This design comes from an exercise in tuning for small area on the open sky130 flow, not from production work. Function was checked by simulation only, so behaviour that the tests miss may differ from the original. Power is estimated from default activity; no workload was simulated.

`flow/run.sh`:
```
#!/bin/bash
# The standard ORFS layout, with these changes:
# - synthesis: ABC uses an area script, adders are left to ABC (no full-adder
#   cell extraction), carry chains are mapped as ripple carry, and plain
#   additions of two variable operands are ripples of fa_1/ha_1 cells;
# - CTS: clkbuf_8 leaf buffers in clusters of up to 18 sinks, no dummy loads;
# - port buffers are buf_1 cells.
# Each step's full output goes to its own log file here.
set -euo pipefail
W=$PWD
sed "s#SYNTH_SCRIPT=[^ ]*#SYNTH_SCRIPT=$W/flow/synth.tcl#" standard.sh > my_standard.sh
export FLOW_ABC_SCRIPT=$W/flow/abc_area.script
export ADDER_MAP_FILE=
export SYNTH_OPERATIONS_ARGS="-extra-map $W/flow/lcu_ripple.v -extra-map $W/flow/alu_fa.v"
export CTS_ARGS="-sink_clustering_enable -repair_clock_nets -dont_use_dummy_load -buf_list sky130_fd_sc_hd__clkbuf_8 -sink_clustering_size 18 -sink_clustering_max_diameter 80"
export BUFFER_PORTS_ARGS="-buffer_cell sky130_fd_sc_hd__buf_1"
bash my_standard.sh synth > synth.log 2>&1
bash my_standard.sh finish > finish.log 2>&1
```
`flow/abc_area.script`:
```
strash
&get -n
&fraig -x
&put
scorr
dc2
strash
&get -n
&dch -f
&nf -R 1000
&put
```
`flow/alu_fa.v`:
```
// Plain additions of two variable operands (BI = 0, CI = 0) as a ripple of
// sky130 full/half adder cells; everything else falls back to yosys's maps.
(* techmap_celltype = "$alu" *)
module _80_alu_fa (A, B, CI, BI, X, Y, CO);
	parameter A_SIGNED = 0;
	parameter B_SIGNED = 0;
	parameter A_WIDTH = 1;
	parameter B_WIDTH = 1;
	parameter Y_WIDTH = 1;
	parameter _TECHMAP_CONSTMSK_CI_ = 0;
	parameter _TECHMAP_CONSTVAL_CI_ = 0;
	parameter _TECHMAP_CONSTMSK_BI_ = 0;
	parameter _TECHMAP_CONSTVAL_BI_ = 0;
	parameter _TECHMAP_CONSTMSK_A_ = 0;
	parameter _TECHMAP_CONSTVAL_A_ = 0;
	parameter _TECHMAP_CONSTMSK_B_ = 0;
	parameter _TECHMAP_CONSTVAL_B_ = 0;

	(* force_downto *) input [A_WIDTH-1:0] A;
	(* force_downto *) input [B_WIDTH-1:0] B;
	(* force_downto *) output [Y_WIDTH-1:0] X, Y;
	input CI, BI;
	(* force_downto *) output [Y_WIDTH-1:0] CO;

	(* force_downto *) wire [Y_WIDTH-1:0] AA, BB;
	\$pos #(.A_SIGNED(A_SIGNED), .A_WIDTH(A_WIDTH), .Y_WIDTH(Y_WIDTH)) A_conv (.A(A), .Y(AA));
	\$pos #(.A_SIGNED(B_SIGNED), .A_WIDTH(B_WIDTH), .Y_WIDTH(Y_WIDTH)) B_conv (.A(B), .Y(BB));

	function integer nvar;
		input integer msk, w;
		integer k;
		begin
			nvar = 0;
			for (k = 0; k < w; k = k + 1)
				if (!msk[k]) nvar = nvar + 1;
		end
	endfunction

	// constant bits only as zero extension of a narrower operand
	localparam OK = _TECHMAP_CONSTMSK_CI_ == 1 && _TECHMAP_CONSTVAL_CI_ == 0 &&
	                _TECHMAP_CONSTMSK_BI_ == 1 && _TECHMAP_CONSTVAL_BI_ == 0 &&
	                !A_SIGNED && !B_SIGNED &&
	                _TECHMAP_CONSTMSK_A_ == 0 && _TECHMAP_CONSTMSK_B_ == 0 &&
	                A_WIDTH >= 8 && B_WIDTH >= 8 && Y_WIDTH <= 32;
	wire _TECHMAP_FAIL_ = !OK;

	wire [Y_WIDTH:0] c;
	assign c[0] = 1'b0;
	assign X = AA ^ BB;
	genvar i;
	generate
		for (i = 0; i < Y_WIDTH; i = i + 1) begin : bit
			if (i >= A_WIDTH && i >= B_WIDTH) begin
				assign Y[i] = c[i];
				assign c[i+1] = 1'b0;
			end else if (i >= A_WIDTH || i >= B_WIDTH) begin
				if (i == 0) begin
					assign Y[i] = (i >= A_WIDTH) ? BB[i] : AA[i];
					assign c[i+1] = 1'b0;
				end else begin
					sky130_fd_sc_hd__ha_1 h (.A((i >= A_WIDTH) ? BB[i] : AA[i]), .B(c[i]), .COUT(c[i+1]), .SUM(Y[i]));
				end
			end else if (i == 0) begin
				sky130_fd_sc_hd__ha_1 h (.A(AA[i]), .B(BB[i]), .COUT(c[i+1]), .SUM(Y[i]));
			end else begin
				sky130_fd_sc_hd__fa_1 f (.A(AA[i]), .B(BB[i]), .CIN(c[i]), .COUT(c[i+1]), .SUM(Y[i]));
			end
			assign CO[i] = c[i+1];
		end
	endgenerate
endmodule
```
`flow/lcu_ripple.v`:
```
(* techmap_celltype = "$lcu" *)
module _lcu_ripple (P, G, CI, CO);
	parameter WIDTH = 2;
	(* force_downto *)
	input [WIDTH-1:0] P, G;
	input CI;
	(* force_downto *)
	output [WIDTH-1:0] CO;
	genvar i;
	generate
		for (i = 0; i < WIDTH; i = i + 1) begin : stage
			if (i == 0)
				assign CO[0] = G[0] | (P[0] & CI);
			else
				assign CO[i] = G[i] | (P[i] & CO[i-1]);
		end
	endgenerate
endmodule
```
`flow/synth.tcl`:
```
# The standard flow's synthesis script (synth_recipe.tcl), with one change: ABC maps the
# logic with an area-oriented script (flow/abc_area.script) in place of
# ORFS's delay-oriented one. Registers are mapped before ABC runs, so they
# are the standard synthesis's.
proc synth {args} { yosys synth -nofsm -noshare {*}$args }
proc abc {args} {
  set i [lsearch $args -script]
  if {$i >= 0} {
    set args [lreplace $args $i [expr {$i + 1}] -script $::env(FLOW_ABC_SCRIPT)]
  }
  yosys abc {*}$args
}
source $::env(SCRIPTS_DIR)/synth.tcl
# left out here: clear keep_hierarchy, flatten, clean up, hide names made inside functions, write 1_2_yosys.v
```
`standard.sh`:
```
#!/bin/bash
# synth_recipe.tcl (not shown) runs the flow's synth.tcl, then flattens the netlist and writes it again
# the make line also repeats each setting of config.mk as NAME=value (left out here)
make -C /OpenROAD-flow-scripts/flow DESIGN_CONFIG=/design/flow/config.mk WORK_HOME=/design/flow/orfs CLKGATE_MAP_FILE= SYNTH_SCRIPT=/design/flow/synth_recipe.tcl "${@:-finish}"
```
`config.mk`:
```
export PLATFORM = sky130hd
export DESIGN_NAME = pll
export DESIGN_NICKNAME = pll
export VERILOG_FILES = /design/flow/design.v
export SDC_FILE = /design/flow/constraint.sdc
export NUM_CORES = 4
export LEC_CHECK = 0
export CAP_MARGIN = 20
export CORE_MARGIN = 2
export CORE_UTILIZATION = 45
export SLEW_MARGIN = 20
```
`constraint.sdc`:
```
create_clock -name core_clock -period 10.0 [get_ports {clk}]
set_input_delay 2.0000 -clock core_clock [delete_from_list [all_inputs] [get_ports {clk}]]
set_output_delay 2.0000 -clock core_clock [all_outputs]
set_load 0.01 [all_outputs]
```
`design.v`:
```
module pll(
	input clk,
	input reset,
	input sig_in,
	input [6:0] phase_adj,      
	input [11:0] delay_adj,     
	input [15:0] default_freq,  
	output osc_out,
	output reg sig_bad,
	output [14-1:0] per_avg);
	reg [15:0] freq, freq_nxt, diff;
	reg        pd_up_d, pd_dn_d;
	reg        fb, fb_nxt, fb_d1, sig, sig_dly, sig_buf_dly, osc, osc_dly;
	reg        sig_bad_nxt;
	reg [768 - 1:0] sig_buffer;
	wire sig_buf = sig_buffer[768 - 1];
	reg [23:0] ctr, ctr_nxt, osc_nxt;
	reg [16:0] freq_nxt_x;
	assign osc_out = ctr[23];
	always @(*) begin
		ctr_nxt = ctr + {8'b0, freq};
		osc_nxt = ctr_nxt + {phase_adj, 17'b0};
		freq_nxt_x = {1'b0, freq} + {diff[15], diff};
		if(!reset)
			freq_nxt = default_freq;
		else if(freq_nxt_x[16])
			freq_nxt = 16'hFFFF;  
		else
			freq_nxt = freq_nxt_x[15:0];
	end
	always @(posedge clk or negedge reset) begin
		if(!reset) begin
			ctr     <= 24'b0;
			osc     <= 1'b0;
		end else begin
			ctr     <= ctr_nxt;
			osc     <= osc_nxt[23];
		end
	end
	always @(posedge clk) begin
		freq    <= freq_nxt;
		osc_dly <= osc;
		pd_up_d <= pd_up;
		pd_dn_d <= pd_dn;
	end
	reg [1:0] err, err_prev, err_dif;
	reg       pd_up, pd_up_nxt, pd_dn, pd_dn_nxt;
	wire sig_edge = sig_buf && !sig_buf_dly;
	wire fb_edge;
	always @(*) begin
		pd_up_nxt = ((pd_up && pd_dn) || sig_bad) ? 1'b0 : pd_up | sig_edge;
		pd_dn_nxt = ((pd_up && pd_dn) || sig_bad) ? 1'b0 : pd_dn | fb_edge;
		err      = {1'b0, pd_up} - {1'b0, pd_dn};
		err_prev = {1'b0, pd_up_d} - {1'b0, pd_dn_d};
		err_dif  = err - err_prev;
		diff     = {{9{err[1]}}, err, 5'b0} + {err_dif, 14'b0};
	end
	always @(posedge clk or negedge reset) begin
		if(!reset) begin
			pd_up   <= 1'b0;
			pd_dn   <= 1'b0;
		end else begin
			pd_up   <= pd_up_nxt;
			pd_dn   <= pd_dn_nxt;
		end
	end
	reg [11:0] dly_ctr, dly_ctr_nxt;
	always @(*) begin
		dly_ctr_nxt = dly_ctr;
		fb_nxt = fb;
		if(osc ^ osc_dly)
			dly_ctr_nxt = dly_ctr;
		else begin
			if(!dly_ctr)
				fb_nxt = osc;
			else
				dly_ctr_nxt = dly_ctr - 1;
			if(osc_nxt[23] ^ osc)
				dly_ctr_nxt = delay_adj;
		end
	end
	always @(posedge clk or negedge reset) begin
		if(!reset) begin
			dly_ctr   <= 12'b0;
			sig       <= 1'b0;
		end else begin
			dly_ctr   <= dly_ctr_nxt;
			sig       <= sig_in;
		end
	end
	always @(posedge clk) begin
		fb          <= fb_nxt;
		sig_dly     <= sig;
		sig_buf_dly <= sig_buf;
		fb_d1       <= fb;
	end
	reg [14-1:0] per_buffer[4 - 1:0];
	reg [14-1:0] per_ctr, per_ctr_nxt, trn_ctr, trn_ctr_nxt;
	reg     [9:0] bad_lfsr, bad_lfsr_nxt;
	reg           bad_act, bad_act_nxt, bad_evt;
	reg    [11:0] post_bad_ctr, post_bad_ctr_nxt;
	reg     [3:0] flush_ctr, flush_ctr_nxt;
	reg           per_upd, per_upd_nxt, per_upd_d, post_bad_cnt, post_bad_cnt_nxt;
	wire [14:0] per_buf_sum00 = {1'b0, per_buffer[0]} + {1'b0, per_buffer[1]};
	wire [14:0] per_buf_sum01 = {1'b0, per_buffer[2]} + {1'b0, per_buffer[3]};
	wire [14:0] per_buf_sum10 = {1'b0, per_buf_sum00[14:1]} + {1'b0, per_buf_sum01[14:1]};
	wire [14-1:0] per_avg_r = per_buf_sum10[14:1];
	assign per_avg = reset ? per_avg_r : 14'b0;
	function lt14;
		input [13:0] a, b;
		integer k;
		reg c;
		begin
			c = 1'b0;
			for(k = 0; k < 14; k = k + 1)
				c = (~a[k] & b[k]) | (~(a[k] ^ b[k]) & c);
			lt14 = c;
		end
	endfunction
	wire not_flushed = |(flush_ctr);
	always @(*) begin
		if(per_upd_d)
			per_ctr_nxt = 14'b0;
		else
			per_ctr_nxt = per_ctr + 1;
		per_upd_nxt = fb && !fb_d1;
		if(per_upd_nxt && not_flushed)
			flush_ctr_nxt = flush_ctr - 1;
		else
			flush_ctr_nxt = flush_ctr;
		if(sig ^ sig_dly)
			trn_ctr_nxt = 1'b0;
		else if(trn_ctr == 14'h3FFF)
			trn_ctr_nxt = trn_ctr;
		else
			trn_ctr_nxt = trn_ctr + 1;
		bad_evt = (sig ^ sig_dly && lt14(trn_ctr, {2'b0, per_avg_r[14-1:2]})) ||
		          lt14(per_avg_r, trn_ctr) || not_flushed;
		bad_lfsr_nxt = bad_evt ? 10'h3FF : {bad_lfsr[8:0], bad_lfsr[9] ^ bad_lfsr[6]};
		bad_act_nxt  = bad_evt || (bad_act && bad_lfsr != 10'h1E0);
		post_bad_ctr_nxt = post_bad_ctr;
		post_bad_cnt_nxt = post_bad_cnt;
		if(bad_act) begin
			post_bad_ctr_nxt = per_avg_r[14-1:2];
		end else if(post_bad_ctr && (post_bad_cnt || fb_edge)) begin
			post_bad_ctr_nxt = post_bad_ctr - 1;
			post_bad_cnt_nxt = 1'b1;
		end else if(!post_bad_ctr) begin
			post_bad_ctr_nxt = 12'b0;
			post_bad_cnt_nxt = 1'b0;
		end
		sig_bad_nxt = bad_act || (|(post_bad_ctr));
	end
	always @(posedge clk or negedge reset) begin
		if(!reset) begin
			trn_ctr      <= 14'b0;
			per_upd      <= 1'b1;
			bad_act      <= 1'b0;
			sig_bad      <= 1'b0;
			post_bad_ctr <= 12'b0;
			post_bad_cnt <= 1'b0;
			flush_ctr    <= 8;
		end else begin
			trn_ctr      <= trn_ctr_nxt;
			per_upd      <= per_upd_nxt;
			bad_act      <= bad_act_nxt;
			sig_bad      <= sig_bad_nxt;
			post_bad_ctr <= post_bad_ctr_nxt;
			post_bad_cnt <= post_bad_cnt_nxt;
			flush_ctr    <= flush_ctr_nxt;
		end
	end
	integer i;
	always @(posedge clk) begin
		per_upd_d <= per_upd;
		bad_lfsr  <= bad_lfsr_nxt;
		per_ctr   <= per_ctr_nxt;
		if(per_upd_d) begin
			for(i = 0; i < 4 - 1; i = i + 1)
				per_buffer[i + 1] <= per_buffer[i];
			per_buffer[0] <= per_ctr;
		end
		sig_buffer <= {sig_buffer[768-2:0], sig_dly};
	end
	reg [2:0] fe_n, fe_n_nxt;
	reg [9:0] fe_ctr, fe_ctr_nxt, fe_gap;
	reg [2:0] fe_sel;
	assign fb_edge = (fe_n != 3'd0) && (fe_ctr == 10'd0);
	always @(*) begin
		fe_sel = fe_n - {2'b0, per_upd | per_upd_d};
		case(fe_sel)
			3'd1:    fe_gap = {8'b10111111, per_upd, !per_upd};
			3'd2:    fe_gap = per_buffer[0][9:0];
			3'd3:    fe_gap = per_buffer[1][9:0];
			default: fe_gap = per_buffer[2][9:0];
		endcase
		fe_n_nxt = fe_n + {2'b0, per_upd_nxt} - {2'b0, fb_edge};
		if(fb_edge && fe_n != 3'd1)
			fe_ctr_nxt = fe_gap;
		else if(per_upd_nxt && (fe_n == 3'd0 || fb_edge))
			fe_ctr_nxt = 768 - 1;
		else
			fe_ctr_nxt = fe_ctr - 1;
	end
	always @(posedge clk or negedge reset) begin
		if(!reset)
			fe_n <= 3'd0;
		else
			fe_n <= fe_n_nxt;
	end
	always @(posedge clk)
		fe_ctr <= fe_ctr_nxt;
endmodule
```
==> results of run 1 <==
==> synth_stat cells, types with 18 or more instances <==
library cell / number
a21oi_1: 65
and2_0: 18
clkinv_1: 28
dfrtp_1: 75
dfxtp_1: 820
edfxtp_1: 62
fa_1: 64
nand2_1: 27
nor2_1: 53
nor3_1: 19
o21ai_0: 25
xnor2_1: 27
==> layout make-up <==
cell class | instances | area share
clock buffers | 60 | 0.0316
inverters | 28 | 0.00402
multi-input cells | 465 | 0.148
flip-flops and latches | 959 | 0.773
well taps | 688 | 0.0329
repair buffers | 61 | 0.0104
==> final timing paths <==
check                                   to  cells past startpoint             start
min in group asynchronous       dly_ctr[2]                      1             reset
setup reg to reg               dly_ctr[10]                     35           freq[0]
hold / removal             sig_buffer[691]                      0   sig_buffer[690]
setup / recovery               per_avg[12]                     18  per_buffer[2][0]
hold reg to reg            sig_buffer[691]                      0   sig_buffer[690]
max in group asynchronous       trn_ctr[0]                      2             reset
==> layout by cell type (no fill, tap or decap), types with 25 or more instances in the layout <==
cell type,count
xnor2_1,26
clkbuf_8,60
nand2_1,27
fa_1,53
clkinv_1,28
a21oi_1,65
buf_1,51
o21ai_0,25
nor2_1,52
dfrtp_1,75
edfxtp_1,62
dfxtp_1,819
==> registers in the layout, summed over array words and instances (netlist names), 3 cells and up <==
| name | count |
|---|---|
| fe_ctr | 10 |
| trn_ctr | 14 |
| ctr | 24 |
| fe_n | 3 |
| dly_ctr | 12 |
| post_bad_ctr | 12 |
| freq | 16 |
| per_ctr | 14 |
| flush_ctr | 4 |
| sig_buffer | 768 |
| bad_lfsr | 10 |
| per_buffer | 56 |
==> timing repair <==
action	in CTS	in global routing
resized for setup	6	10
endpoints found under the setup margin	2	6
setup buffers	1	1
pin swaps	1	3
==> power by group <==
part | total (W) | internal, W | switching (W)
logic | 0.000472 | 0.000215 | 0.000257
registers | 0.00406 | 0.00398 | 0.0000823
clock network | 0.00158 | 0.000537 | 0.00104
total | 0.00611 | 0.00473 | 0.00138
==> kinds of logic (layout without fill, tap and decap cells) <==
group           after synthesis  in the layout  synth area share
compound gates              179            179            0.0486
xor+xnor                     38             38            0.0138
fa+ha+maj                    80             80            0.0612
buf+inv                      28            149           0.00436
flops                       959            959             0.838
simple gates                168            168            0.0345
==> stage by stage <==
stage,power [W],util,setup slack (ns),hold WS (ns)
after global routing,0.00642,0.495,-0.0271,0.295
after CTS,0.00619,0.495,0.0210,0.284
after floorplan,0.00446,-,0.301,0.310
after global placement,0.00457,0.478,0.495,0.311
final,0.00611,0.495,0.249,0.295
after detailed placement,0.00460,0.478,0.250,0.312
==> per-layer routing <==
metal,up-vias,share of wire
met5,-,0
met4,0,0.031
met3,74,0.046
met2,156,0.41
met1,4881,0.52
li1,5022,-
==> flow_metrics.env, run 1 <==
export IMPL_grt_max_degree=72
export IMPL_cts_buffers=60
export IMPL_ys_types=45
export IMPL_grt_usage=0.113
export IMPL_yosysWarnings=2
export IMPL_cts_tree="done"
export IMPL_grt_pass1_vias=10300
export IMPL_cp_buffers_inverters=1
export IMPL_grt_pass1_wl_um=52000
export IMPL_vias=10100
export IMPL_area_growth_synth_to_final_pct=8.34
export IMPL_synthesis_area_mm2=0.0241
export IMPL_critPathMaxFanout=3
export IMPL_fmax_ghz=0.103
export IMPL_antenna_found_initial=0
export IMPL_nFillCells=4465
export IMPL_clkSinkCount=959
export IMPL_floorplan_initialDensity=0.457
export IMPL_ir_drop_mv=0.124
export IMPL_synthCells=1452
export IMPL_syn_avg_cell_area_um2=16.6
export IMPL_min_path_type="reg2reg"
export IMPL_postPlaceCellArea_mm2=0.0252
export IMPL_final_area_mm2=0.0261
export IMPL_synth_edf_count=62
export IMPL_drive_above_1_share=0.0566
export IMPL_ys_seq_area_frac=0.838
export IMPL_multi_input_area_mm2=0.00387
export IMPL_fp_dieArea_mm2=0.0555
export IMPL_ant_nets=0
export IMPL_cp_data_required_time_ns=8.00
export IMPL_clock_path_buffers=3
export IMPL_ff2ff_setup_slack_ns=0.46
export IMPL_outcome="complete, no violations"
export IMPL_ctsHoldBuffers=0
export IMPL_finalHoldViolations=0
export IMPL_wl_per_cell_um=13.4
export IMPL_finalCriticalPeriod_ns=9.75
export IMPL_place_gp_congestion=0.778
export IMPL_slew_limit_headroom=0.370
export IMPL_path_cells="ha_1 > fa_1 > fa_1 > fa_1 > fa_2 > fa_1 > fa_1 > fa_1 > fa_2 > fa_1 > fa_1 > fa_1 > fa_1 > fa_1 > fa_2 > fa_2 > and2_0 > buf_2"
export IMPL_grt_met3_usage=0.0253
export IMPL_use_met2=0.158
export IMPL_clk_transition_reported_paths_ns=0.11
export IMPL_cp_common_cell="fa_1"
export IMPL_synth_fp_nets=1568
export IMPL_cp_top_family="adder cells"
export IMPL_maxCapViolations=0
export IMPL_yosys_area_top_type="dfxtp_1"
export IMPL_skew_ns=0.0850
export IMPL_drt_wl_total_um=30400
export IMPL_crit_type="reg2out"
export IMPL_final_nets=1691
export IMPL_critPathArrivalTime_ns=7.75
export IMPL_use_met1=0.167
export IMPL_dpl_hpwl_um=17300
export IMPL_insertedDiodeCount=0
export IMPL_worstMarginPinSlew_ns=0.945
export IMPL_final_cells=2261
export IMPL_clock_root_buffer="clkbuf_8"
export IMPL_leakagePower_nw=10.1
export IMPL_die_w_um=236
export IMPL_dieHeight_um=236
export IMPL_synth_top_area_frac=0.680
export IMPL_drtIter0Drc=455
export IMPL_finalMaxSlewViolations=0
export IMPL_insertion_delay_ns=0.69
export IMPL_first_pass_iters=8
export IMPL_core_area_mm2=0.0528
export IMPL_powerDensity_mw_per_mm2=234
export IMPL_busiest_layer="met1"
export IMPL_endpoint_kind="primary output"
export IMPL_finalSetupViolCount=0
export IMPL_io_pins=54
export IMPL_finalSetupTns_ns=0
export IMPL_grt_overflow_total=0
export IMPL_async_flop_share=0.0803
export IMPL_drc_errors=0
export IMPL_fp_row_count=84
export IMPL_h_tree_depth=2
export IMPL_synth_area_leaders="dfxtp_1, dfrtp_1, edfxtp_1, fa_1, a21oi_1"
export IMPL_finalCritPeriodShare=0.975
export IMPL_critical_path_max_stage_delay_ns=0.59
export IMPL_io_buffers=53
export IMPL_final_seq_area_mm2=0.0202
export IMPL_avgViaCountPerCell=4.48
export IMPL_critPathLaunchType="flop"
export IMPL_synth_top_flop_cell="dfxtp_1"
export IMPL_ys_seq_elements=959
export IMPL_dpl_cell_count=2199
export IMPL_slowest_stage="fa_2"
==> run 2: changes to the inputs <==
--- a/design.v
+++ b/design.v
@@ -67,15 +67,14 @@
 	reg [11:0] dly_ctr, dly_ctr_nxt;
-	always @(*) begin
-		dly_ctr_nxt = dly_ctr;
-		fb_nxt = fb;
-		if(osc ^ osc_dly)
-			dly_ctr_nxt = dly_ctr;
-		else begin
-			if(!dly_ctr)
-				fb_nxt = osc;
-			else
-				dly_ctr_nxt = dly_ctr - 1;
-			if(osc_nxt[23] ^ osc)
-				dly_ctr_nxt = delay_adj;
-		end
+	reg dly_run, dly_b;
+	integer j;
+	always @(*) begin
+		fb_nxt = (!(osc ^ osc_dly) && !dly_ctr) ? osc : fb;
+		dly_run = (|dly_ctr) && !(osc ^ osc_dly);
+		dly_b = dly_run;
+		for(j = 0; j < 12; j = j + 1) begin
+			dly_ctr_nxt[j] = dly_ctr[j] ^ dly_b;
+			dly_b = dly_b & ~dly_ctr[j];
+		end
+		if(osc_nxt[23] ^ osc)
+			dly_ctr_nxt = delay_adj;
 	end
@@ -101,2 +100,4 @@
 	reg    [11:0] post_bad_ctr, post_bad_ctr_nxt;
+	reg           pb_nz, pb_b;
+	integer       m;
 	reg     [3:0] flush_ctr, flush_ctr_nxt;
@@ -140,12 +141,12 @@
 		bad_act_nxt  = bad_evt || (bad_act && bad_lfsr != 10'h1E0);
-		post_bad_ctr_nxt = post_bad_ctr;
-		post_bad_cnt_nxt = post_bad_cnt;
+		pb_nz = |post_bad_ctr;
+		pb_b = pb_nz && (post_bad_cnt || fb_edge);
+		for(m = 0; m < 12; m = m + 1) begin
+			post_bad_ctr_nxt[m] = post_bad_ctr[m] ^ pb_b;
+			pb_b = pb_b & ~post_bad_ctr[m];
+		end
+		post_bad_cnt_nxt = pb_nz && (post_bad_cnt || fb_edge);
 		if(bad_act) begin
 			post_bad_ctr_nxt = per_avg_r[14-1:2];
-		end else if(post_bad_ctr && (post_bad_cnt || fb_edge)) begin
-			post_bad_ctr_nxt = post_bad_ctr - 1;
-			post_bad_cnt_nxt = 1'b1;
-		end else if(!post_bad_ctr) begin
-			post_bad_ctr_nxt = 12'b0;
-			post_bad_cnt_nxt = 1'b0;
+			post_bad_cnt_nxt = post_bad_cnt;
 		end
==> flow/abc_area.script (replaced) <==
strash
&get -n
&fraig -x
&put
scorr
dc2
strash
&get -n
&dch -f
&nf -R 1000
&put
strash
&get -n
&dch -f
&nf -R 1000
&put
--- a/config.mk
+++ b/config.mk
@@ -7,5 +7,5 @@
 export LEC_CHECK = 0
-export CAP_MARGIN = 20
+export CAP_MARGIN = 5
 export CORE_MARGIN = 2
 export CORE_UTILIZATION = 45
-export SLEW_MARGIN = 20
+export SLEW_MARGIN = 5
==> run 2 against run 1 <==
- sequential share of layout area grew 0.23 points
- core utilization shrank 0.051 points
- clock power about the same
- worst setup slack better by 0.053 ns
- area after synthesis decreased by 0.41%
- die area is 0.41% lower
- largest power group unchanged
- highest routed layer unchanged
==> flow_metrics.env, run 2 <==
export IMPL_ff2ff_setup_slack_ns=0.49
export IMPL_wl_per_cell_um=13.5
export IMPL_syn_avg_cell_area_um2=16.8
export IMPL_yosysWarnings=2
export IMPL_clock_root_buffer="clkbuf_8"
export IMPL_layout_commonest_cell="dfxtp_1"
export IMPL_rr_worst_depth=35
export IMPL_yosys_top_cells_count="dfxtp_1, dfrtp_1, fa_1"
export IMPL_synth_area_leaders="dfxtp_1, dfrtp_1, edfxtp_1, fa_1, xnor2_1"
export IMPL_rr_endpoint="dly_ctr[4]"
export IMPL_clk_transition_reported_paths_ns=0.11
export IMPL_clock_path_buffers=3
export IMPL_nFillCells=4385
export IMPL_finalCritPeriodShare=0.970
export IMPL_drt_wl_total_um=30200
export IMPL_finalSetupTns_ns=0
export IMPL_drive_above_1_share=0.0567
export IMPL_largest_reg_flops=768
export IMPL_leakagePower_nw=10.0
export IMPL_synth_top_area_frac=0.683
export IMPL_fp_row_count=84
export IMPL_drtIter0Drc=456
export IMPL_finalSetupViolCount=0
export IMPL_core_area_mm2=0.0527
export IMPL_cts_buffers=60
export IMPL_fp_dieArea_mm2=0.0553
export IMPL_min_from="sig_buffer[575]"
export IMPL_grt_pass1_vias=10300
export IMPL_synth_top_flop_cell="dfxtp_1"
export IMPL_avgViaCountPerCell=4.45
export IMPL_vias=9976
export IMPL_finalMaxSlewViolations=0
export IMPL_final_nets=1671
export IMPL_endpoint_kind="primary output"
export IMPL_ys_seq_area_frac=0.841
export IMPL_maxCapViolations=0
export IMPL_place_gp_congestion=0.809
export IMPL_grt_pass1_wl_um=52200
export IMPL_skew_ns=0.0471
export IMPL_ys_seq_elements=959
export IMPL_critical_path_max_stage_delay_ns=0.59
export IMPL_crit_end="per_avg[12]"
export IMPL_async_flop_share=0.0803
export IMPL_powerDensity_mw_per_mm2=232
export IMPL_clkSinkCount=959
export IMPL_utilization=0.495
export IMPL_clkPwrFrac=0.260
export IMPL_io_buffers=53
export IMPL_path_cells="ha_1 > fa_1 > fa_1 > fa_1 > fa_1 > fa_1 > fa_1 > fa_1 > fa_2 > fa_1 > fa_1 > fa_2 > fa_1 > fa_1 > fa_2 > fa_2 > and2_0 > clkbuf_2"
export IMPL_cts_tree="done"
export IMPL_reg_top3="sig_buffer (768), per_buffer (56), ctr (24)"
export IMPL_seq_power_share=0.671
export IMPL_finalCriticalPeriod_ns=9.70
export IMPL_final_area_mm2=0.0261
export IMPL_ant_nets=0
export IMPL_h_tree_depth=2
export IMPL_worstMarginPinSlew_ns=1.20
export IMPL_final_cell_mix="dfxtp_1, dfrtp_1, edfxtp_1, clkbuf_8, fa_1"
export IMPL_area_growth_synth_to_final_pct=8.46
export IMPL_slew_limit_headroom=0.191
export IMPL_dieHeight_um=235
export IMPL_critPathMaxFanout=4
export IMPL_yosys_area_top_type="dfxtp_1"
export IMPL_grt_usage=0.113
export IMPL_path_depth=18
export IMPL_io_pins=54
export IMPL_grt_overflow_total=0
export IMPL_dpl_hpwl_um=17400
export IMPL_synthCells=1426
export IMPL_min_path_type="reg2reg"
export IMPL_crit_type="reg2out"
export IMPL_internal_power_w=0.00471
export IMPL_top_register="sig_buffer"
export IMPL_die_w_um=235
export IMPL_combinationalPowerShare=0.068
export IMPL_cp_top_family="adder cells"
export IMPL_insertion_delay_ns=0.65
export IMPL_cp_common_cell="fa_1"
export IMPL_critPathLaunchType="flop"
export IMPL_cp_data_required_time_ns=8.00
export IMPL_ir_drop_mv=0.111
export IMPL_slowest_stage="fa_2"
export IMPL_p_switching_w=0.00133
export IMPL_floorplan_initialDensity=0.456
export IMPL_fmax_ghz=0.103
export IMPL_synth_fp_nets=1542
export IMPL_drc_errors=0
export IMPL_yosysMostFrequentCell="dfxtp_1"
export IMPL_p_sw_frac=0.220
export IMPL_startpoint="per_buffer[0][0]"
export IMPL_cp_buffers_inverters=1
export IMPL_postPlaceCellArea_mm2=0.0251
export IMPL_grt_max_degree=73
export IMPL_synth_edf_count=62
export IMPL_r2r_start="freq[0]"
export IMPL_outcome="complete, no violations"
export IMPL_ys_types=48
export IMPL_synthesis_area_mm2=0.0240
export IMPL_first_pass_iters=4
export IMPL_antenna_found_initial=0
export IMPL_ctsHoldBuffers=0
export IMPL_critPathArrivalTime_ns=7.70
export IMPL_finalHoldViolations=0
export IMPL_grt_setup_unrepaired="false"
run 2: per-layer routing:
layer / GRT usage / wire, um / vias up
met5: 0 / 0 / -
met4: 0.0430 / 823 / 0
met3: 0.0304 / 1350 / 70
met2: 0.162 / 12300 / 137
met1: 0.165 / 15700 / 4832
li1: - / - / 4937
run 2: power by group through the flow:
| stage | clock network [W] | logic, W | registers, W |
|---|---|---|---|
| global route | 0.00181 | 0.000478 | 0.00407 |
| finish | 0.00157 | 0.000412 | 0.00406 |
| floorplan | 0 | 0.000265 | 0.00412 |
| global placement | 0 | 0.000347 | 0.00414 |
| CTS | 0.00167 | 0.000375 | 0.00406 |
| detailed placement | 0 | 0.000371 | 0.00414 |
run 2: cells by family (layout without fill, tap and decap cells):
kind of cell               after synthesis  after routing  share of synthesized area
AOI/OAI and AO/OA                      146            146                     0.0397
xor gates and xnor gates                39             39                     0.0142
adders and majority gates               91             91                     0.0660
buffers and inverters                   21            148                    0.00328
DFF                                    959            959                      0.841
muxes                                    1              1                   0.000417
other                                    0              1                          0
and+or+nand+nor                        169            169                     0.0353
run 2: timing repair:
action / 4_1_cts / 5_1_grt
gates cloned: 0 / 1
endpoints found under the setup margin: 1 / 13
pin swaps: 0 / 3
buffers inserted: 1 / 6
gates resized for setup: 1 / 10
run 2: how the worst min path moves through the flow:
| stage | endpoint | slack, ns | cells after the start |
|---|---|---|---|
| 4_1_cts | sig_buffer[576] | 0.28 | 0 |
| 3_5_place_dp | sig_buffer[121] | 0.31 | 0 |
| 2_1_floorplan | sig_buffer[100] | 0.31 | 0 |
| 5_1_grt | sig_buffer[576] | 0.28 | 0 |
| 3_3_place_gp | sig_buffer[5] | 0.31 | 0 |
| 6_report | sig_buffer[576] | 0.28 | 0 |
run 2: layout make-up:
class,instances,area [um^2],area share
Sequential cell,959,20200,0.775
Multi-Input combinational cell,446,3770,0.145
Tap cell,688,861,0.0330
Clock buffer,60,826,0.0317
Inverter,21,78.8,0.00302
Timing Repair Buffer,67,310,0.0119
Antenna cell,1,2.50,0.0000960
run 2: per-stage QoR:
stage / worst slack [ns] / hold WS (ns) / std cells / total power (W)
floorplan: 0.421 / 0.310 / 1426 / 0.00439
global placement: 0.445 / 0.312 / 2173 / 0.00449
detailed placement: 0.279 / 0.312 / 2173 / 0.00452
CTS: 0.0188 / 0.277 / 2234 / 0.00610
global route: 0.0253 / 0.277 / 2241 / 0.00636
finish: 0.302 / 0.279 / 2242 / 0.00604
==> run 3: changes to the inputs <==
--- a/config.mk
+++ b/config.mk
@@ -7,5 +7,5 @@
 export LEC_CHECK = 0
-export CAP_MARGIN = 5
+export CAP_MARGIN = 20
 export CORE_MARGIN = 2
 export CORE_UTILIZATION = 45
-export SLEW_MARGIN = 5
+export SLEW_MARGIN = 20
==> run 3 against run 2 <==
- synthesized cell count stayed put
- via count unchanged
- sequential share of layout area unchanged
- power barely moved
- highest routed layer unchanged
- clock power about the same
==> flow_metrics.env, run 3 <==
export IMPL_outcome="complete, no violations"
export IMPL_finalMaxSlewViolations=0
export IMPL_ir_drop_mv=0.111
export IMPL_finalHoldViolations=0
export IMPL_dpl_hpwl_um=17400
export IMPL_drt_wl_total_um=30200
export IMPL_synthCells=1426
export IMPL_setup_slack_ns=0.302
export IMPL_p_sw_frac=0.220
export IMPL_yosys_area_top_type="dfxtp_1"
export IMPL_top_register="sig_buffer"
export IMPL_ys_types=48
export IMPL_first_pass_iters=4
export IMPL_synthesis_area_mm2=0.0240
export IMPL_io_buffers=53
export IMPL_vias=9976
export IMPL_clkSinkCount=959
export IMPL_yosysMostFrequentCell="dfxtp_1"
export IMPL_yosysWarnings=2
export IMPL_postPlaceCellArea_mm2=0.0251
export IMPL_slew_limit_headroom=0.407
export IMPL_ctsHoldBuffers=0
export IMPL_grt_overflow_total=0
export IMPL_fp_dieArea_mm2=0.0553
export IMPL_async_flop_share=0.0803
export IMPL_ys_seq_area_frac=0.841
export IMPL_combinationalPowerShare=0.068
export IMPL_critPathMaxFanout=4
export IMPL_min_path_type="reg2reg"
export IMPL_p_switching_w=0.00133
export IMPL_ant_nets=0
export IMPL_h_tree_depth=2
export IMPL_wl_per_cell_um=13.5
export IMPL_final_area_mm2=0.0261
export IMPL_clock_path_buffers=3
export IMPL_die_w_um=235
export IMPL_syn_avg_cell_area_um2=16.8
export IMPL_powerDensity_mw_per_mm2=232
export IMPL_worstMarginPinSlew_ns=0.889
export IMPL_cp_data_required_time_ns=8.00
export IMPL_place_gp_congestion=0.809
export IMPL_clk_transition_reported_paths_ns=0.11
export IMPL_yosys_top_cells_count="dfxtp_1, dfrtp_1, fa_1"
export IMPL_cts_tree="done"
export IMPL_clkPwrFrac=0.260
export IMPL_grt_setup_unrepaired="false"
export IMPL_largest_reg_flops=768
export IMPL_grt_usage=0.113
export IMPL_ys_seq_elements=959
export IMPL_critPathLaunchType="flop"
export IMPL_reg_top3="sig_buffer (768), per_buffer (56), ctr (24)"
export IMPL_internal_power_w=0.00471
export IMPL_leakagePower_nw=10.0
export IMPL_finalCriticalPeriod_ns=9.70
export IMPL_synth_top_flop_cell="dfxtp_1"
export IMPL_fmax_ghz=0.103
export IMPL_synth_edf_count=62
export IMPL_finalSetupViolCount=0
export IMPL_grt_pass1_vias=10300
export IMPL_dp_slack_ns=0.279
export IMPL_floorplan_initialDensity=0.456
export IMPL_core_area_mm2=0.0527
export IMPL_fp_row_count=84
export IMPL_area_growth_synth_to_final_pct=8.46
export IMPL_dieHeight_um=235
export IMPL_avgViaCountPerCell=4.45
export IMPL_critPathArrivalTime_ns=7.70
export IMPL_synth_top_area_frac=0.683
export IMPL_synth_fp_nets=1542
export IMPL_grt_max_degree=73
export IMPL_clock_root_buffer="clkbuf_8"
export IMPL_synth_area_leaders="dfxtp_1, dfrtp_1, edfxtp_1, fa_1, xnor2_1"
export IMPL_cts_buffers=60
export IMPL_crit_type="reg2out"
export IMPL_io_pins=54
export IMPL_maxCapViolations=0
export IMPL_grt_pass1_wl_um=52200
export IMPL_drive_above_1_share=0.0567
export IMPL_skew_ns=0.0471
export IMPL_finalCritPeriodShare=0.970
export IMPL_drc_errors=0
export IMPL_finalSetupTns_ns=0
export IMPL_final_cell_mix="dfxtp_1, dfrtp_1, edfxtp_1, clkbuf_8, fa_1"
export IMPL_antenna_found_initial=0
export IMPL_seq_power_share=0.671
export IMPL_insertion_delay_ns=0.65
export IMPL_drtIter0Drc=463
export IMPL_endpoint_kind="primary output"
export IMPL_layout_commonest_cell="dfxtp_1"
export IMPL_final_nets=1671
-- run 3: kinds of logic after synthesis --
logic type	after synthesis	share of synthesized area
DFF	959	0.841
buffers and inverters	21	0.00328
and+or+nand+nor	169	0.0353
muxes	1	0.000417
xor gates and xnor gates	39	0.0142
adders and majority gates	91	0.0660
AOI/OAI and AO/OA	146	0.0397
-- run 3: power by group through the flow --
| stage | registers, W | logic, W | clock network, W |
|---|---|---|---|
| 5_1_grt | 0.00407 | 0.000478 | 0.00181 |
| 6_report | 0.00406 | 0.000412 | 0.00157 |
| 2_1_floorplan | 0.00412 | 0.000265 | 0 |
| 4_1_cts | 0.00406 | 0.000375 | 0.00167 |
| 3_3_place_gp | 0.00414 | 0.000347 | 0 |
| 3_5_place_dp | 0.00414 | 0.000371 | 0 |
-- run 3: final timing paths --
kind	from	to	slack (ns)	cells past startpoint
worst max-delay path	per_buffer[0][0]	per_avg[12]	0.30	18
worst min-delay path	sig_buffer[575]	sig_buffer[576]	0.28	0
worst max register to register	freq[0]	dly_ctr[4]	0.49	35
worst min register to register	sig_buffer[575]	sig_buffer[576]	0.28	0
max in group asynchronous	reset	dly_ctr[9]	7.47	2
min in group asynchronous	reset	post_bad_ctr[7]	1.34	1
-- run 3: timing repair --
| action | CTS | global route |
|---|---|---|
| endpoints found under the setup margin | 1 | 13 |
| pin swaps | 0 | 3 |
| cloned | 0 | 1 |
| endpoints found under the hold margin | 0 | 0 |
| resized for setup | 1 | 10 |
| buffers inserted | 1 | 6 |
-- run 3: worst max-delay path, stage by stage (launching register included) --
cell	delay [ns]
edfxtp_1	0.43
ha_1	0.23
fa_1	0.39
fa_1	0.40
fa_1	0.39
fa_1	0.39
fa_1	0.39
fa_1	0.39
fa_1	0.39
fa_2	0.36
fa_1	0.38
fa_1	0.39
fa_2	0.37
fa_1	0.39
fa_1	0.48
fa_2	0.42
fa_2	0.59
and2_0	0.14
clkbuf_2	0.13
-- run 3: layout make-up --
type                    instances  area, um^2
repair buffers                 67         310
well taps                     688         861
diodes                          1        2.50
fillers                      4385       26600
flip-flops and latches        959       20200
clock buffers                  60         826
inverters                      21        78.8
multi-input cells             446        3770
-- run 3: routing by layer --
metal | vias to the layer above | global-route usage | wire (um)
met5 | - | 0 | 0
met4 | 0 | 0.0430 | 823
met3 | 70 | 0.0304 | 1350
met2 | 137 | 0.162 | 12300
met1 | 4832 | 0.165 | 15700
li1 | 4937 | - | -
-- run 3: through the flow --
stage                     power, W  utilization  std cells  hold WS (ns)
after global placement     0.00449        0.477       2173         0.312
after floorplan            0.00439            -       1426         0.310
after detailed placement   0.00452        0.477       2173         0.312
after CTS                  0.00610        0.493       2234         0.277
final                      0.00604        0.495       2242         0.279
after global routing       0.00636        0.495       2241         0.277
==> run 4: changes to the inputs <==
--- a/config.mk
+++ b/config.mk
@@ -10,2 +10,4 @@
 export CORE_UTILIZATION = 45
+export GPL_ROUTABILITY_DRIVEN = 0
+export GPL_TIMING_DRIVEN = 0
 export SLEW_MARGIN = 20
==> run 4 against run 3 <==
- sequential share of layout area is 0.52 points lower
- routed wire length is 1.2% lower
- core utilization is 0.34 points higher
- register-to-register slack worse by 0.10 ns
- maximum frequency is 0.31% lower
- highest routed layer unchanged
- first-iteration DRC count is 4.3% higher
- sequential cell count stayed put
- power is 0.99% higher
- clock-buffer cell count stayed put
- largest power group unchanged
- combinational power is 13% higher
==> flow_metrics.env, run 4 <==
export IMPL_outcome="complete, no violations"
export IMPL_maxCapViolations=0
export IMPL_slew_limit_headroom=0.409
export IMPL_h_tree_depth=2
export IMPL_top_register="sig_buffer"
export IMPL_finalSetupTns_ns=0
export IMPL_rr_endpoint="dly_ctr[1]"
export IMPL_finalHoldViolations=0
export IMPL_synth_fp_nets=1542
export IMPL_clock_root_buffer="clkbuf_8"
export IMPL_reg_top3="sig_buffer (768), per_buffer (56), ctr (24)"
export IMPL_synthesis_area_mm2=0.0240
export IMPL_synth_top_area_frac=0.683
export IMPL_clock_path_buffers=3
export IMPL_clk_transition_reported_paths_ns=0.10
export IMPL_synth_area_leaders="dfxtp_1, dfrtp_1, edfxtp_1, fa_1, xnor2_1"
export IMPL_final_cell_mix="dfxtp_1, dfrtp_1, edfxtp_1, clkbuf_8, fa_1"
export IMPL_syn_avg_cell_area_um2=16.8
export IMPL_async_flop_share=0.0803
export IMPL_io_pins=54
export IMPL_leakagePower_nw=10.1
export IMPL_skew_ns=0.0410
export IMPL_insertedDiodeCount=0
export IMPL_utilization=0.498
export IMPL_vias=9935
export IMPL_setup_slack_ns=0.272
export IMPL_drt_wl_total_um=29800
export IMPL_core_area_mm2=0.0527
export IMPL_wl_per_cell_um=13.3
export IMPL_synth_top_flop_cell="dfxtp_1"
export IMPL_crit_type="reg2out"
export IMPL_fp_row_count=84
export IMPL_cp_top_family="adder cells"
export IMPL_dpl_hpwl_um=17300
export IMPL_dp_slack_ns=-0.324
export IMPL_fmax_ghz=0.103
export IMPL_min_from="sig_buffer[568]"
export IMPL_p_total_w=0.00610
export IMPL_min_path_type="reg2reg"
export IMPL_synth_edf_count=62
export IMPL_yosys_top_cells_count="dfxtp_1, dfrtp_1, fa_1"
export IMPL_finalCritPeriodShare=0.973
export IMPL_synthCells=1426
export IMPL_critPathMaxFanout=2
export IMPL_slowest_stage="fa_2"
export IMPL_path_cells="ha_1 > fa_1 > fa_2 > fa_2 > fa_1 > fa_1 > fa_1 > fa_2 > fa_1 > fa_1 > fa_1 > fa_1 > fa_1 > fa_1 > fa_1 > fa_2 > and2_0 > clkbuf_2"
export IMPL_worstMarginPinSlew_ns=0.887
export IMPL_finalSetupViolCount=0
export IMPL_first_pass_iters=5
export IMPL_ff2ff_setup_slack_ns=0.39
export IMPL_io_buffers=53
export IMPL_critical_path_max_stage_delay_ns=0.58
export IMPL_endpoint_kind="primary output"
export IMPL_cp_buffers_inverters=1
export IMPL_ys_seq_elements=959
export IMPL_area_growth_synth_to_final_pct=9.21
export IMPL_cp_common_cell="fa_1"
export IMPL_grt_max_degree=56
export IMPL_finalMaxSlewViolations=0
export IMPL_grt_usage=0.111
export IMPL_grt_pass1_vias=10200
export IMPL_drtIter0Drc=483
export IMPL_critPathArrivalTime_ns=7.73
export IMPL_cts_tree="done"
export IMPL_min_path_cells=0
export IMPL_layout_commonest_cell="dfxtp_1"
export IMPL_drc_errors=0
export IMPL_yosysWarnings=2
export IMPL_avgViaCountPerCell=4.43
export IMPL_r2r_start="freq[0]"
export IMPL_largest_reg_flops=768
export IMPL_fp_dieArea_mm2=0.0553
export IMPL_grt_overflow_total=0
export IMPL_ctsHoldBuffers=0
export IMPL_die_w_um=235
export IMPL_cp_data_required_time_ns=8.00
export IMPL_clkSinkCount=959
export IMPL_final_nets=1673
export IMPL_yosysMostFrequentCell="dfxtp_1"
export IMPL_powerDensity_mw_per_mm2=233
export IMPL_rr_worst_depth=33
export IMPL_dieHeight_um=235
export IMPL_ir_drop_mv=0.119
export IMPL_insertion_delay_ns=0.66
export IMPL_antenna_found_initial=0
export IMPL_ys_seq_area_frac=0.841
export IMPL_ys_types=48
export IMPL_critPathLaunchType="flop"
export IMPL_yosys_area_top_type="dfxtp_1"
export IMPL_hold_end="sig_buffer[569]"
export IMPL_ant_nets=0
export IMPL_grt_pass1_wl_um=50900
export IMPL_cts_buffers=60
export IMPL_drive_above_1_share=0.0624
export IMPL_finalCriticalPeriod_ns=9.73
export IMPL_floorplan_initialDensity=0.456
-- run 4: logic make-up (layout without fill, tap and decap cells) --
| family | after synthesis | count (layout) | synth area share |
|---|---|---|---|
| flip-flops | 959 | 959 | 0.841 |
| AND/OR/NAND/NOR | 169 | 169 | 0.0353 |
| AO/OA/AOI/OAI | 146 | 146 | 0.0397 |
| adder cells (fa/ha/maj) | 91 | 91 | 0.0660 |
| XOR/XNOR | 39 | 42 | 0.0142 |
| buffers and inverters | 21 | 147 | 0.00328 |
| multiplexers | 1 | 1 | 0.000417 |
-- run 4: area by class of cell --
| type | instances | area (um^2) |
|---|---|---|
| repair buffers | 66 | 382 |
| well taps | 688 | 861 |
| flip-flops and latches | 959 | 20200 |
| multi-input cells | 449 | 3880 |
| inverters | 21 | 78.8 |
| fillers | 4336 | 26400 |
| clock buffers | 60 | 826 |
-- run 4: worst max-delay path by stage --
stage / from / to / slack (ns) / depth (start not counted)
finish: per_buffer[0][0] / per_avg[12] / 0.27 / 18
global route: freq[0] / dly_ctr[1] / -0.03 / 33
CTS: freq[0] / dly_ctr[11] / 0.01 / 33
detailed placement: freq[0] / dly_ctr[11] / -0.32 / 33
global placement: freq[0] / dly_ctr[11] / -0.62 / 33
floorplan: freq[0] / dly_ctr[11] / 0.42 / 33
-- run 4: metrics by stage --
step,instances,hold WS [ns],area (um^2)
6_report,2243,0.293,26200
3_3_place_gp,2167,0.313,25100
2_1_floorplan,1426,0.310,24000
3_5_place_dp,2171,0.312,25200
5_1_grt,2243,0.303,26200
4_1_cts,2233,0.298,26100
-- run 4: power breakdown --
part	internal, W	switching [W]
Clock	0.000538	0.00104
Combinational	0.000231	0.000233
Sequential	0.00398	0.0000856
Total	0.00475	0.00136
-- run 4: repair_timing --
item / CTS / global route
setup endpoints to repair: 13 / 14
pin swaps: 2 / 3
gates cloned: 0 / 3
resized for setup: 5 / 12
setup buffers: 2 / 7
-- run 4: metal layers --
metal	track usage	up-vias	wire length [um]
li1	-	4936	-
met1	0.165	4773	15400
met2	0.155	152	12100
met3	0.0238	74	1270
met4	0.0512	0	971
met5	0	-	0
==> run 5: changes to the inputs <==
--- a/flow/run.sh
+++ b/flow/run.sh
@@ -5,3 +5,4 @@
 #   additions of two variable operands are ripples of fa_1/ha_1 cells;
-# - CTS: clkbuf_8 leaf buffers in clusters of up to 18 sinks, no dummy loads;
+# - CTS: clkbuf_8 leaf buffers in clusters of up to 18 sinks, clkbuf_4
+#   above them, no dummy loads;
 # - port buffers are buf_1 cells.
@@ -14,3 +15,3 @@
 export SYNTH_OPERATIONS_ARGS="-extra-map $W/flow/lcu_ripple.v -extra-map $W/flow/alu_fa.v"
-export CTS_ARGS="-sink_clustering_enable -repair_clock_nets -dont_use_dummy_load -buf_list sky130_fd_sc_hd__clkbuf_8 -sink_clustering_size 18 -sink_clustering_max_diameter 80"
+export CTS_ARGS="-sink_clustering_enable -repair_clock_nets -dont_use_dummy_load -buf_list sky130_fd_sc_hd__clkbuf_8 -root_buf sky130_fd_sc_hd__clkbuf_4 -tree_buf sky130_fd_sc_hd__clkbuf_4 -sink_clustering_size 18 -sink_clustering_max_diameter 80"
 export BUFFER_PORTS_ARGS="-buffer_cell sky130_fd_sc_hd__buf_1"
--- a/config.mk
+++ b/config.mk
@@ -10,4 +10,2 @@
 export CORE_UTILIZATION = 45
-export GPL_ROUTABILITY_DRIVEN = 0
-export GPL_TIMING_DRIVEN = 0
 export SLEW_MARGIN = 20
==> run 5 against run 4 <==
- still clean on timing, DRC and antenna
- non-clock buffer count up 1
- routed wire length is 1.5% higher
- core utilization is 0.34 points lower
- synthesized cell count unchanged
- critical endpoint unchanged
==> flow_metrics.env, run 5 <==
export IMPL_finalSetupViolCount=0
export IMPL_internal_power_w=0.00469
export IMPL_synth_adder_area_share=0.0660
export IMPL_endpoint_kind="primary output"
export IMPL_finalHoldViolations=0
export IMPL_io_pins=54
export IMPL_core_area_mm2=0.0527
export IMPL_setup_slack_ns=0.295
export IMPL_synth_edf_count=62
export IMPL_slew_limit_headroom=0.410
export IMPL_crit_type="reg2out"
export IMPL_top_register="sig_buffer"
export IMPL_synth_area_leaders="dfxtp_1, dfrtp_1, edfxtp_1, fa_1, xnor2_1"
export IMPL_synth_compound_area_frac=0.0397
export IMPL_p_sw_frac=0.221
export IMPL_place_gp_congestion=0.809
export IMPL_grt_pass1_vias=10300
export IMPL_whs_ns=0.276
export IMPL_cts_buffers=60
export IMPL_combinationalPowerShare=0.069
export IMPL_cts_tree="done"
export IMPL_synth_top_flop_cell="dfxtp_1"
export IMPL_synth_top_area_frac=0.683
export IMPL_ys_types=48
export IMPL_insertion_delay_ns=0.85
export IMPL_grt_pass1_wl_um=52300
export IMPL_io_buffers=53
export IMPL_yosysMostFrequentCell="dfxtp_1"
export IMPL_drive_above_1_share=0.0631
export IMPL_synth_simple_area_share=0.0353
export IMPL_finalCriticalPeriod_ns=9.70
export IMPL_dpl_cell_count=2173
export IMPL_finalMaxSlewViolations=0
export IMPL_yosys_area_top_type="dfxtp_1"
export IMPL_grt_usage=0.113
export IMPL_drt_wl_total_um=30300
export IMPL_cp_data_required_time_ns=8.00
export IMPL_reg_top3="sig_buffer (768), per_buffer (56), ctr (24)"
export IMPL_clkPwrFrac=0.257
export IMPL_synthCells=1426
export IMPL_clk_transition_reported_paths_ns=0.11
export IMPL_fp_dieArea_mm2=0.0553
export IMPL_area_growth_synth_to_final_pct=8.46
export IMPL_yosys_top_cells_count="dfxtp_1, dfrtp_1, fa_1"
export IMPL_final_cell_mix="dfxtp_1, dfrtp_1, edfxtp_1, clkbuf_8, buf_1"
export IMPL_synth_top_family_by_area="adder cells"
export IMPL_vias=10000
export IMPL_layout_commonest_cell="dfxtp_1"
export IMPL_seq_power_share=0.675
export IMPL_die_w_um=235
export IMPL_drc_errors=0
export IMPL_maxCapViolations=0
export IMPL_ant_nets=0
export IMPL_floorplan_initialDensity=0.456
export IMPL_finalCritPeriodShare=0.970
export IMPL_skew_ns=0.0636
export IMPL_final_cells=2244
export IMPL_ys_seq_elements=959
export IMPL_dpl_hpwl_um=17400
export IMPL_powerDensity_mw_per_mm2=231
export IMPL_ctsHoldBuffers=0
export IMPL_outcome="complete, no violations"
export IMPL_ys_seq_area_frac=0.841
export IMPL_critPathLaunchType="flop"
export IMPL_antenna_found_initial=1
export IMPL_ir_drop_mv=0.106
export IMPL_synthMuxAreaShare=0.000417
export IMPL_p_switching_w=0.00133
export IMPL_first_pass_iters=4
export IMPL_largest_reg_flops=768
export IMPL_yosysWarnings=2
export IMPL_critPathArrivalTime_ns=7.70
export IMPL_clock_path_buffers=3
export IMPL_final_nets=1671
export IMPL_critPathMaxFanout=2
export IMPL_drtIter0Drc=458
export IMPL_clkSinkCount=959
export IMPL_clock_root_buffer="clkbuf_4"
export IMPL_wl_per_cell_um=13.5
export IMPL_dp_slack_ns=0.279
export IMPL_synth_fp_nets=1542
export IMPL_grt_overflow_total=0
export IMPL_leakagePower_nw=10.0
export IMPL_syn_avg_cell_area_um2=16.8
export IMPL_synthesis_area_mm2=0.0240
export IMPL_h_tree_depth=2
export IMPL_grt_max_degree=73
export IMPL_min_path_type="reg2reg"
export IMPL_nFillCells=4391
export IMPL_async_flop_share=0.0803
export IMPL_avgViaCountPerCell=4.46
export IMPL_yosys_area_share_xor_xnor=0.0142
export IMPL_dieHeight_um=235
export IMPL_worstMarginPinSlew_ns=0.885
export IMPL_fp_row_count=84
export IMPL_fmax_ghz=0.103
==> run 5: cell counts after synthesis <==
Identical to the previous run, type by type.
==> run 5: per-stage QoR <==
stage | cell area [um^2] | utilization | TNS [ns] | power (W)
floorplan | 24000 | - | 0 | 0.00439
global placement | 25100 | 0.477 | 0 | 0.00449
detailed placement | 25100 | 0.477 | 0 | 0.00452
CTS | 26000 | 0.493 | 0 | 0.00607
global route | 26100 | 0.495 | -0.00110 | 0.00633
finish | 26100 | 0.495 | 0 | 0.00601
==> run 5: logic make-up (layout without fill, tap and decap cells) <==
family	after synthesis	after routing
flops	959	959
simple gates	169	169
compound gates	146	146
fa+ha+maj	91	91
xor+xnor	39	39
buf+inv	21	148
mux	1	1
other cells	0	3
==> run 5: layer usage <==
| layer | part of all wire | up-vias | GRT usage | wire length [um] |
|---|---|---|---|---|
| met3 | 0.049 | 75 | 0.0300 | 1480 |
| met4 | 0.028 | 0 | 0.0433 | 845 |
| met2 | 0.40 | 145 | 0.161 | 12300 |
| met1 | 0.52 | 4847 | 0.165 | 15700 |
| met5 | 0 | - | 0 | 0 |
| li1 | - | 4937 | - | - |
==> run 5: power by group through the flow <==
stage | logic [W] | registers (W) | clock network [W]
after floorplan | 0.000265 | 0.00412 | 0
after global placement | 0.000347 | 0.00414 | 0
after detailed placement | 0.000371 | 0.00414 | 0
after CTS | 0.000375 | 0.00406 | 0.00164
after global routing | 0.000478 | 0.00407 | 0.00178
final | 0.000412 | 0.00406 | 0.00155
==> run 5: final cells by class <==
cell class | count | area [um^2] | share of cell area
Sequential cell | 959 | 20200 | 0.775
Multi-Input combinational cell | 446 | 3800 | 0.146
Tap cell | 688 | 861 | 0.0330
Clock buffer | 60 | 795 | 0.0305
Timing Repair Buffer | 67 | 310 | 0.0119
Inverter | 21 | 78.8 | 0.00302
Antenna cell | 3 | 7.51 | 0.000288
==> run 5: critical path: stages (launching register included) <==
cell	delay [ns]
edfxtp_1	0.43
ha_1	0.23
fa_2	0.35
fa_2	0.35
fa_1	0.39
fa_1	0.47
fa_1	0.44
fa_1	0.40
fa_2	0.35
fa_1	0.38
fa_1	0.39
fa_2	0.35
fa_2	0.35
fa_1	0.39
fa_2	0.36
fa_2	0.42
fa_2	0.57
and2_0	0.13
buf_2	0.13
==> run 5: timing repair <==
| item | in CTS | in global routing |
|---|---|---|
| buffers inserted | 3 | 4 |
| gates cloned | 0 | 1 |
| resized for setup | 8 | 13 |
| pin swaps | 1 | 3 |
| hold endpoints to repair | 0 | 0 |
| endpoints found under the setup margin | 2 | 14 |
==> run 5: path summary, 6_finish.rpt <==
check / to / cells past startpoint / slack (ns) / start
max reg2reg: dly_ctr[4] / 35 / 0.49 / freq[0]
min in group asynchronous: post_bad_ctr[7] / 1 / 1.16 / reset
min: sig_buffer[576] / 0 / 0.28 / sig_buffer[575]
max in group asynchronous: flush_ctr[2] / 2 / 7.66 / reset
max: per_avg[12] / 18 / 0.30 / per_buffer[0][0]
min reg2reg: sig_buffer[576] / 0 / 0.28 / sig_buffer[575]

[separate check: timing with driven ports]
The results above use ideal ports. As a check the final layouts listed here were re-extracted and re-timed, cells and wires unchanged. Step 1, drivers: a clkbuf_16 drives clk and a buf_2 each remaining input, both assumed. Step 2 also shifts input and output timing later by t, the mid clock arrival at the registers, as if the neighbouring blocks saw the same clock. a / b / c = ideal / step 1 / step 2; a / b = the first two.
run | t, ns | setup slack, ns | hold slack, ns | latest minus earliest clock arrival (ns) | pins driven straight from the clock port
run 1 | 0.698 | 0.249 / 0.198 / 0.465 | 0.295 / 0.295 / 0.295 | 0.089 / 0.089 | 1
run 2 | 0.691 | 0.302 / 0.254 / 0.488 | 0.279 / 0.279 / 0.279 | 0.078 / 0.078 | 1
run 3 | 0.691 | 0.302 / 0.254 / 0.488 | 0.279 / 0.279 / 0.279 | 0.078 / 0.078 | 1
run 4 | 0.691 | 0.272 / 0.223 / 0.395 | 0.293 / 0.293 / 0.293 | 0.053 / 0.054 | 1
run 5 | 0.886 | 0.295 / 0.247 / 0.485 | 0.276 / 0.276 / 0.276 | 0.105 / 0.104 | 1
After both steps setup and hold are still met in every run listed.
